From an optimization exercise on the open Yosys and OpenROAD flow, aimed at small area, a short achievable clock period and few clock cycles per item; shortcuts taken in it are not production practice.
At most, simulation tests tie the RTL to the original design; equivalence was not proved.
No activity file was given, so power comes from the tool's default toggle rates.

==> inputs of v2 <==
## matrix_multiplier_v2
module matrix_multiplier_v2
# (
    parameter ADDR_WIDTH = 17,
    parameter DATA_WIDTH = 32
)
(
    input clk,
    input rst,
    input start,
    input [DATA_WIDTH - 1 : 0] x_data,
    input [DATA_WIDTH - 1 : 0] y_data,
    input [ADDR_WIDTH - 1 : 0] x_rows,
    input [ADDR_WIDTH - 1 : 0] y_cols,
    input [ADDR_WIDTH - 1 : 0] x_cols_y_rows,
    output reg [ADDR_WIDTH - 1 : 0] x_addr,
    output reg [ADDR_WIDTH - 1 : 0] y_addr,
    output reg [ADDR_WIDTH - 1 : 0] z_addr,
    output reg [DATA_WIDTH - 1 : 0] z_data,
    output reg z_wen,
    output reg busy
);
==> module matrix_multiplier_v2, before the edit <==
module matrix_multiplier_v2
# (
    parameter ADDR_WIDTH = 17,
    parameter DATA_WIDTH = 32
)
(
    input clk,
    input rst,
    input start,
    input [DATA_WIDTH - 1 : 0] x_data,
    input [DATA_WIDTH - 1 : 0] y_data,
    input [ADDR_WIDTH - 1 : 0] x_rows,
    input [ADDR_WIDTH - 1 : 0] y_cols,
    input [ADDR_WIDTH - 1 : 0] x_cols_y_rows,
    output reg [ADDR_WIDTH - 1 : 0] x_addr,
    output reg [ADDR_WIDTH - 1 : 0] y_addr,
    output reg [ADDR_WIDTH - 1 : 0] z_addr,
    output reg [DATA_WIDTH - 1 : 0] z_data,
    output reg z_wen,
    output reg busy
);
localparam AW = ADDR_WIDTH;
localparam DW = DATA_WIDTH;
localparam MW = 167;
localparam ND = 16;
reg          act;        
reg          kz;         
reg          k1, c1;     
reg          fst;        
reg          lk, lc, lr; 
reg [AW-1:0] kcnt;       
reg [AW-1:0] cm1;        
reg [AW-1:0] rcnt;       
reg [AW-1:0] col;        
reg [AW-1:0] rowbase;    
wire [AW-1:0] col_inc = col + 1'b1;
wire [AW-1:0] x_inc   = x_addr + 1'b1;
always @(posedge clk) begin
    if (rst)
        act <= 1'b0;
    else if (start)
        act <= (x_rows != 0) && (y_cols != 0);
    else if (lk && lc && lr)
        act <= 1'b0;
end
always @(posedge clk) begin
    if (start) begin
        kz      <= (x_cols_y_rows == 0);
        k1      <= (x_cols_y_rows == 1);
        c1      <= (y_cols == 1);
        lk      <= (x_cols_y_rows == 0) || (x_cols_y_rows == 1);
        lc      <= (y_cols == 1);
        lr      <= (x_rows == 1);
        kcnt    <= x_cols_y_rows;
        cm1     <= y_cols - 1'b1;
        rcnt    <= x_rows;
        col     <= {AW{1'b0}};
        rowbase <= {AW{1'b0}};
        x_addr  <= {AW{1'b0}};
        y_addr  <= {AW{1'b0}};
        fst     <= 1'b1;
    end else begin
        fst <= lk;
        if (!lk) begin
            kcnt   <= kcnt - 1'b1;
            lk     <= (kcnt == 2);
            x_addr <= x_inc;
            y_addr <= y_addr + cm1 + 1'b1;
        end else begin
            kcnt <= x_cols_y_rows;
            lk   <= kz | k1;
            if (!lc) begin
                lc     <= (col_inc == cm1);
                col    <= col_inc;
                y_addr <= col_inc;
                x_addr <= rowbase;
            end else begin
                lc      <= c1;
                col     <= {AW{1'b0}};
                y_addr  <= {AW{1'b0}};
                rcnt    <= rcnt - 1'b1;
                lr      <= (rcnt == 2);
                rowbase <= x_inc;
                x_addr  <= x_inc;
            end
        end
    end
end
reg v1, f1, l1;                      
reg v2, f2, l2;                      
reg [DW-1:0] a_r;
reg [DW-1:0] b_r;
reg [ND-1:0] one_d, two_d, neg_d;    
reg v3, f3, l3;                      
reg [MW-1:0] mid_r;
reg v4, l4;                          
reg [DW-1:0] acc_s, acc_c;
wire [MW-1:0] mid;
wire [DW-1:0] nxt_s, nxt_c;
mul_pp_tree mul_pp_tree
(
    .A(a_r),
    .ONE(one_d),
    .TWO(two_d),
    .NEG(neg_d),
    .MID(mid)
);
mac_tree mac_tree
(
    .MID(mid_r),
    .ACC(f3 ? {DW{1'b0}} : acc_s),
    .ACC2(f3 ? {DW{1'b0}} : acc_c),
    .S(nxt_s),
    .C(nxt_c)
);
always @(posedge clk) begin
    if (rst) begin
        v1 <= 1'b0; v2 <= 1'b0; v3 <= 1'b0; v4 <= 1'b0;
        z_wen <= 1'b0;
        busy  <= 1'b0;
    end else begin
        v1 <= act;
        v2 <= v1;
        v3 <= v2;
        v4 <= v3;
        z_wen <= v4 & l4;
        busy  <= (start & (x_rows != 0) & (y_cols != 0)) | act | v1 | v2 | v3 | v4;
    end
end
wire [DW:0] yb = {b_r, 1'b0};
integer i;
always @* begin
    for (i = 0; i < ND; i = i + 1) begin
        one_d[i] = yb[2*i+1] ^ yb[2*i];
        two_d[i] = (yb[2*i+2] ^ yb[2*i+1]) & ~(yb[2*i+1] ^ yb[2*i]);
        neg_d[i] = yb[2*i+2] & ~(yb[2*i+1] & yb[2*i]);
    end
end
always @(posedge clk) begin
    f1 <= fst;    l1 <= lk;
    f2 <= f1;     l2 <= l1;
    f3 <= f2;     l3 <= l2;
    l4 <= l3;
    a_r <= kz ? {DW{1'b0}} : x_data;
    b_r <= y_data;
    mid_r <= mid;
    acc_s <= nxt_s;
    acc_c <= nxt_c;
    z_data <= acc_s + acc_c;
end
always @(posedge clk) begin
    if (start)
        z_addr <= {AW{1'b0}};
    else if (z_wen)
        z_addr <= z_addr + 1'b1;
end
endmodule
Settings: LEC_CHECK=0, CAP_MARGIN=20, CORE_MARGIN=2, CORE_UTILIZATION=60, CTS_CLUSTER_DIAMETER=100, CTS_CLUSTER_SIZE=20, SLEW_MARGIN=20, SYNTH_HIERARCHICAL=1, SYNTH_MINIMUM_KEEP_SIZE=0; clock period 8.5 ns.
standard.sh (not shown) runs the stock make flow with config.mk's settings and CLKGATE_MAP_FILE= SYNTH_SCRIPT=/design/flow/synth_recipe.tcl, a recipe that flattens the netlist after the stock synthesis.
==> flow/flow/run.sh <==
#!/bin/bash
# The standard layout, with the ports buffered by a plain buffer
# instead of the delay cell buffer_ports picks by default.
set -euo pipefail
bash standard.sh "BUFFER_PORTS_ARGS=-buffer_cell sky130_fd_sc_hd__buf_1" SETUP_SLACK_MARGIN=5.5 finish > standard.log 2>&1
==> v27 (differences from v2) <==
--- a/flow/design.v
+++ b/flow/design.v
@@ -987,4 +987,3 @@
 reg [DW-1:0] a_r;
-reg [DW-1:0] b_r;
-reg [ND-1:0] one_d, two_d, neg_d;    
+reg [ND-1:0] one_r, two_r, neg_r;    
 reg v3, f3, l3;                      
@@ -998,5 +997,5 @@
     .A(a_r),
-    .ONE(one_d),
-    .TWO(two_d),
-    .NEG(neg_d),
+    .ONE(one_r),
+    .TWO(two_r),
+    .NEG(neg_r),
     .MID(mid)
@@ -1025,9 +1024,9 @@
 end
-wire [DW:0] yb = {b_r, 1'b0};
+wire [DW:0] yb = {y_data, 1'b0};
 integer i;
-always @* begin
+always @(posedge clk) begin
     for (i = 0; i < ND; i = i + 1) begin
-        one_d[i] = yb[2*i+1] ^ yb[2*i];
-        two_d[i] = (yb[2*i+2] ^ yb[2*i+1]) & ~(yb[2*i+1] ^ yb[2*i]);
-        neg_d[i] = yb[2*i+2] & ~(yb[2*i+1] & yb[2*i]);
+        one_r[i] <= yb[2*i+1] ^ yb[2*i];
+        two_r[i] <= (yb[2*i+2] ^ yb[2*i+1]) & ~(yb[2*i+1] ^ yb[2*i]);
+        neg_r[i] <= yb[2*i+2] & ~(yb[2*i+1] & yb[2*i]);
     end
@@ -1040,3 +1039,2 @@
     a_r <= kz ? {DW{1'b0}} : x_data;
-    b_r <= y_data;
     mid_r <= mid;
==> flow/flow/run.sh (replaced) <==
#!/bin/bash
# The standard layout, with the ports buffered by a plain buffer
# instead of the delay cell buffer_ports picks by default.
set -euo pipefail
bash standard.sh "BUFFER_PORTS_ARGS=-buffer_cell sky130_fd_sc_hd__buf_1" SETUP_SLACK_MARGIN=5.75 finish > standard.log 2>&1
Settings changed: CORE_UTILIZATION 60 to 75, CTS_CLUSTER_SIZE 20 to 28.
==> Implementation_results.wiki <==
{| class="wikitable"
! Metric !! Value
|-
| Detailed Routing Iterations Pass 1 || 6
|-
| Floorplan die area || 51000 sq um
|-
| Highest achievable clock rate || 0.335 GHz
|-
| Die Height || 226 um
|-
| Outcome || complete, no violations
|-
| Min Tclk post-route || 2980 ps
|-
| Post-CTS clock slew at the launch and capture registers of the worst setup and hold paths || 90 ps
|-
| Count of multi-input gates || 1894
|-
| Internal power consumption || 6.30 mW
|-
| XOR/XNOR share of the synthesized area || 13.6%
|-
| Final Util || 63.6%
|-
| Number of antenna violations at the first check in global routing || 4
|-
| Top cell type's share of synthesized area || 30.1%
|-
| Slew headroom || 35.1%
|-
| Routed wire length on met2 || 34.9 mm
|}
[end of results for v2]
==> Implementation_results.wiki <==
{| class="wikitable"
! Metric !! Value
|-
| Via count || 20.6k
|-
| Internal power consumption || 6.39 mW
|-
| Slew headroom || 37.4%
|-
| Met3 Track Usage GR || 6.34%
|-
| Fraction of the yosys area taken by sequential cells || 35.0%
|-
| Min Tclk post-route || 2800 ps
|-
| Floorplan die area || 41200 sq um
|-
| Top cell type's share of synthesized area || 31.1%
|-
| Outcome || complete, no violations
|-
| Final Util || 80.0%
|-
| Met2 usage || 55.2%
|-
| Routed wire length on met2 || 33.3 mm
|-
| Post-CTS clock slew at the launch and capture registers of the worst setup and hold paths || 110 ps
|-
| Die Height || 203 um
|-
| Count of multi-input gates || 1843
|-
| Global route overflow || 0
|-
| Number of antenna violations at the first check in global routing || 0
|-
| XOR/XNOR share of the synthesized area || 13.8%
|}
[end of results for v27]
Testbench counts of v27, summed over its fixed seeds: cycles 9,759, items 95.
Function not checked in v2: the RTL went through the layout flow alone.

========
==> v20: inputs <==
Another version of the RTL of matrix_multiplier_v2 (not shown whole).
==> module matrix_multiplier_v2, before the edit <==
module matrix_multiplier_v2
# (
    parameter ADDR_WIDTH = 17,
    parameter DATA_WIDTH = 32
)
(
    input clk,
    input rst,
    input start,
    input [DATA_WIDTH - 1 : 0] x_data,
    input [DATA_WIDTH - 1 : 0] y_data,
    input [ADDR_WIDTH - 1 : 0] x_rows,
    input [ADDR_WIDTH - 1 : 0] y_cols,
    input [ADDR_WIDTH - 1 : 0] x_cols_y_rows,
    output reg [ADDR_WIDTH - 1 : 0] x_addr,
    output reg [ADDR_WIDTH - 1 : 0] y_addr,
    output reg [ADDR_WIDTH - 1 : 0] z_addr,
    output reg [DATA_WIDTH - 1 : 0] z_data,
    output reg z_wen,
    output reg busy
);
localparam AW = ADDR_WIDTH;
localparam DW = DATA_WIDTH;
localparam MW = 122;
reg          act;        
reg          kz;         
reg          fst;        
reg [AW-1:0] kcnt;       
reg [AW-1:0] col;        
reg [AW-1:0] row;        
reg [AW-1:0] rowbase;    
wire [AW-1:0] col_inc = col + 1'b1;
wire [AW-1:0] row_inc = row + 1'b1;
wire [AW-1:0] x_inc   = x_addr + 1'b1;
wire last_k = kz | (kcnt == 1);
wire last_c = (col_inc == y_cols);
wire last_r = (row_inc == x_rows);
always @(posedge clk) begin
    if (rst)
        act <= 1'b0;
    else if (start)
        act <= (x_rows != 0) && (y_cols != 0);
    else if (last_k && last_c && last_r)
        act <= 1'b0;
end
always @(posedge clk) begin
    if (start) begin
        kz      <= (x_cols_y_rows == 0);
        kcnt    <= x_cols_y_rows;
        col     <= {AW{1'b0}};
        row     <= {AW{1'b0}};
        rowbase <= {AW{1'b0}};
        x_addr  <= {AW{1'b0}};
        y_addr  <= {AW{1'b0}};
        fst     <= 1'b1;
    end else begin
        fst <= last_k;
        if (!last_k) begin
            kcnt   <= kcnt - 1'b1;
            x_addr <= x_inc;
            y_addr <= y_addr + y_cols;
        end else begin
            kcnt <= x_cols_y_rows;
            if (!last_c) begin
                col    <= col_inc;
                y_addr <= col_inc;
                x_addr <= rowbase;
            end else begin
                col     <= {AW{1'b0}};
                y_addr  <= {AW{1'b0}};
                row     <= row_inc;
                rowbase <= x_inc;
                x_addr  <= x_inc;
            end
        end
    end
end
reg v1, f1, l1;
reg v2, f2, l2;
reg [DW-1:0] a_r, b_r;
reg v3, f3, l3;
reg [MW-1:0] mid_r;
wire [MW-1:0] mid;
wire [DW-1:0] sum;
mul_pp_tree mul_pp_tree
(
    .A(a_r),
    .B(b_r),
    .MID(mid)
);
mac_tree mac_tree
(
    .MID(mid_r),
    .ACC(f3 ? {DW{1'b0}} : z_data),
    .SUM(sum)
);
always @(posedge clk) begin
    if (rst) begin
        v1 <= 1'b0; v2 <= 1'b0; v3 <= 1'b0;
        z_wen <= 1'b0;
        busy  <= 1'b0;
    end else begin
        v1 <= act;
        v2 <= v1;
        v3 <= v2;
        z_wen <= v3 & l3;
        busy  <= (start & (x_rows != 0) & (y_cols != 0)) | act | v1 | v2 | v3;
    end
end
always @(posedge clk) begin
    f1 <= fst;    l1 <= last_k;
    f2 <= f1;     l2 <= l1;
    f3 <= f2;     l3 <= l2;
    a_r <= kz ? {DW{1'b0}} : x_data;
    b_r <= y_data;
    mid_r <= mid;
    z_data <= sum;
end
always @(posedge clk) begin
    if (start)
        z_addr <= {AW{1'b0}};
    else if (z_wen)
        z_addr <= z_addr + 1'b1;
end
endmodule
clock: 8.5 ns
lec_check: 0
cap_margin: 20
core_margin: 2
core_utilization: 40
setup_slack_margin: 5
slew_margin: 20
run.sh (not shown) runs the stock make flow with config.mk's settings and CLKGATE_MAP_FILE= SYNTH_SCRIPT=/design/flow/synth_recipe.tcl, a recipe that flattens the netlist after the stock synthesis.
Stock flow here: none of the scripts above is used.
==> v17: changes against v20 <==
--- a/flow/design.v
+++ b/flow/design.v
@@ -1531,54 +1531,51 @@
 localparam AW = ADDR_WIDTH;
 localparam DW = DATA_WIDTH;
-localparam MW = 122;
 reg          act;        
 reg          kz;         
 reg          fst;        
 reg [AW-1:0] kcnt;       
+reg [AW-1:0] kload;      
+reg [AW-1:0] cm1;        
+reg [AW-1:0] rcnt;       
 reg [AW-1:0] col;        
-reg [AW-1:0] row;        
 reg [AW-1:0] rowbase;    
-wire [AW-1:0] col_inc = col + 1'b1;
-wire [AW-1:0] row_inc = row + 1'b1;
-wire [AW-1:0] x_inc   = x_addr + 1'b1;
-wire last_k = kz | (kcnt == 1);
-wire last_c = (col_inc == y_cols);
-wire last_r = (row_inc == x_rows);
+wire last_k = (kcnt == 0);
+wire last_c = (col == cm1);
+wire last_r = (rcnt == 0);
 always @(posedge clk) begin
-    if (rst)
-        act <= 1'b0;
-    else if (start)
-        act <= (x_rows != 0) && (y_cols != 0);
-    else if (last_k && last_c && last_r)
+    if (rst) begin
         act <= 1'b0;
-end
-always @(posedge clk) begin
-    if (start) begin
+    end else if (start && !act) begin
+        act     <= (x_rows != 0) && (y_cols != 0);
         kz      <= (x_cols_y_rows == 0);
-        kcnt    <= x_cols_y_rows;
+        kload   <= (x_cols_y_rows == 0) ? {AW{1'b0}} : x_cols_y_rows - 1'b1;
+        kcnt    <= (x_cols_y_rows == 0) ? {AW{1'b0}} : x_cols_y_rows - 1'b1;
+        cm1     <= y_cols - 1'b1;
+        rcnt    <= x_rows - 1'b1;
         col     <= {AW{1'b0}};
-        row     <= {AW{1'b0}};
         rowbase <= {AW{1'b0}};
         x_addr  <= {AW{1'b0}};
         y_addr  <= {AW{1'b0}};
         fst     <= 1'b1;
-    end else begin
+    end else if (act) begin
         fst <= last_k;
         if (!last_k) begin
             kcnt   <= kcnt - 1'b1;
-            x_addr <= x_inc;
+            x_addr <= x_addr + 1'b1;
             y_addr <= y_addr + y_cols;
         end else begin
-            kcnt <= x_cols_y_rows;
+            kcnt <= kload;
             if (!last_c) begin
-                col    <= col_inc;
-                y_addr <= col_inc;
+                col    <= col + 1'b1;
+                y_addr <= col + 1'b1;
                 x_addr <= rowbase;
             end else begin
                 col     <= {AW{1'b0}};
                 y_addr  <= {AW{1'b0}};
-                row     <= row_inc;
-                rowbase <= x_inc;
-                x_addr  <= x_inc;
+                rowbase <= rowbase + x_cols_y_rows;
+                x_addr  <= rowbase + x_cols_y_rows;
+                rcnt    <= rcnt - 1'b1;
+                if (last_r)
+                    act <= 1'b0;
             end
         end
@@ -1589,4 +1586,5 @@
 reg [DW-1:0] a_r, b_r;
 reg v3, f3, l3;
+localparam MW = 122;
 reg [MW-1:0] mid_r;
 wire [MW-1:0] mid;
@@ -1627,5 +1625,5 @@
 end
 always @(posedge clk) begin
-    if (start)
+    if (start && !busy)
         z_addr <= {AW{1'b0}};
     else if (z_wen)
--- a/flow/config.mk
+++ b/flow/config.mk
@@ -9,4 +9,3 @@
 export CORE_MARGIN = 2
 export CORE_UTILIZATION = 40
-export SETUP_SLACK_MARGIN = 5
 export SLEW_MARGIN = 20
==> notes <==
Of v20 and v17, v17 has the higher count of clock-buffer cells in the layout (gap 5). Between v20 and v17, the lower sequential share of layout area is in v20 (gap 5.0 points). Between v17 and v20, the lower first-iteration DRC count is in v20 (gap 58%, measured against v20). Wire length: v20 is smaller than v17 (about 2.5%). In v20 the synthesized area is smaller than in v17, by about 8%. In v17 the cell count is larger than in v20, by 4.0%.
Function was not checked in any run of this note: the RTL went through the layout flow alone.

## port drivers added, routing unchanged
The results above use ideal ports. As a check the final layouts listed here were re-extracted and re-timed, cells and wires unchanged. Step 1 (the two cells are an assumption about what drives the block):
set clk [get_ports {clk}]
set_driving_cell -lib_cell sky130_fd_sc_hd__clkbuf_16 $clk
set_driving_cell -lib_cell sky130_fd_sc_hd__buf_2 [delete_from_list [all_inputs] $clk]
Step 2 moves the port delays by t, midway between the first and last clock arrival at a register: inputs arrive t later, outputs are due t later. That takes back most of the time a late clock gives input paths. Slacks: no drivers / after step 1 / after step 2; pairs: no drivers / after step 1.
run | t, ns | setup WS [ns] | hold slack, ns | latest minus earliest clock arrival (ns) | worst slew at a driven data input, ns
v2 | 0.662 | 5.519 / 5.486 / 5.082 | 0.324 / 0.324 / 0.324 | 0.037 / 0.036 | 0.08
v27 | 0.613 | 5.699 / 5.677 / 5.219 | 0.332 / 0.332 / 0.332 | 0.020 / 0.019 | 0.05
v20 | 0.632 | 4.548 / 4.548 / 4.418 | 0.325 / 0.325 / 0.325 | 0.022 / 0.022 | 0.09
v17 | 0.665 | 3.604 / 3.604 / 3.027 | 0.326 / 0.326 / 0.326 | 0.033 / 0.033 | 0.09
After both steps setup and hold are still met in every run listed. The setup slack of v17, which loses most, moves by 0.000 ns with the drivers and by -0.577 ns with both steps.
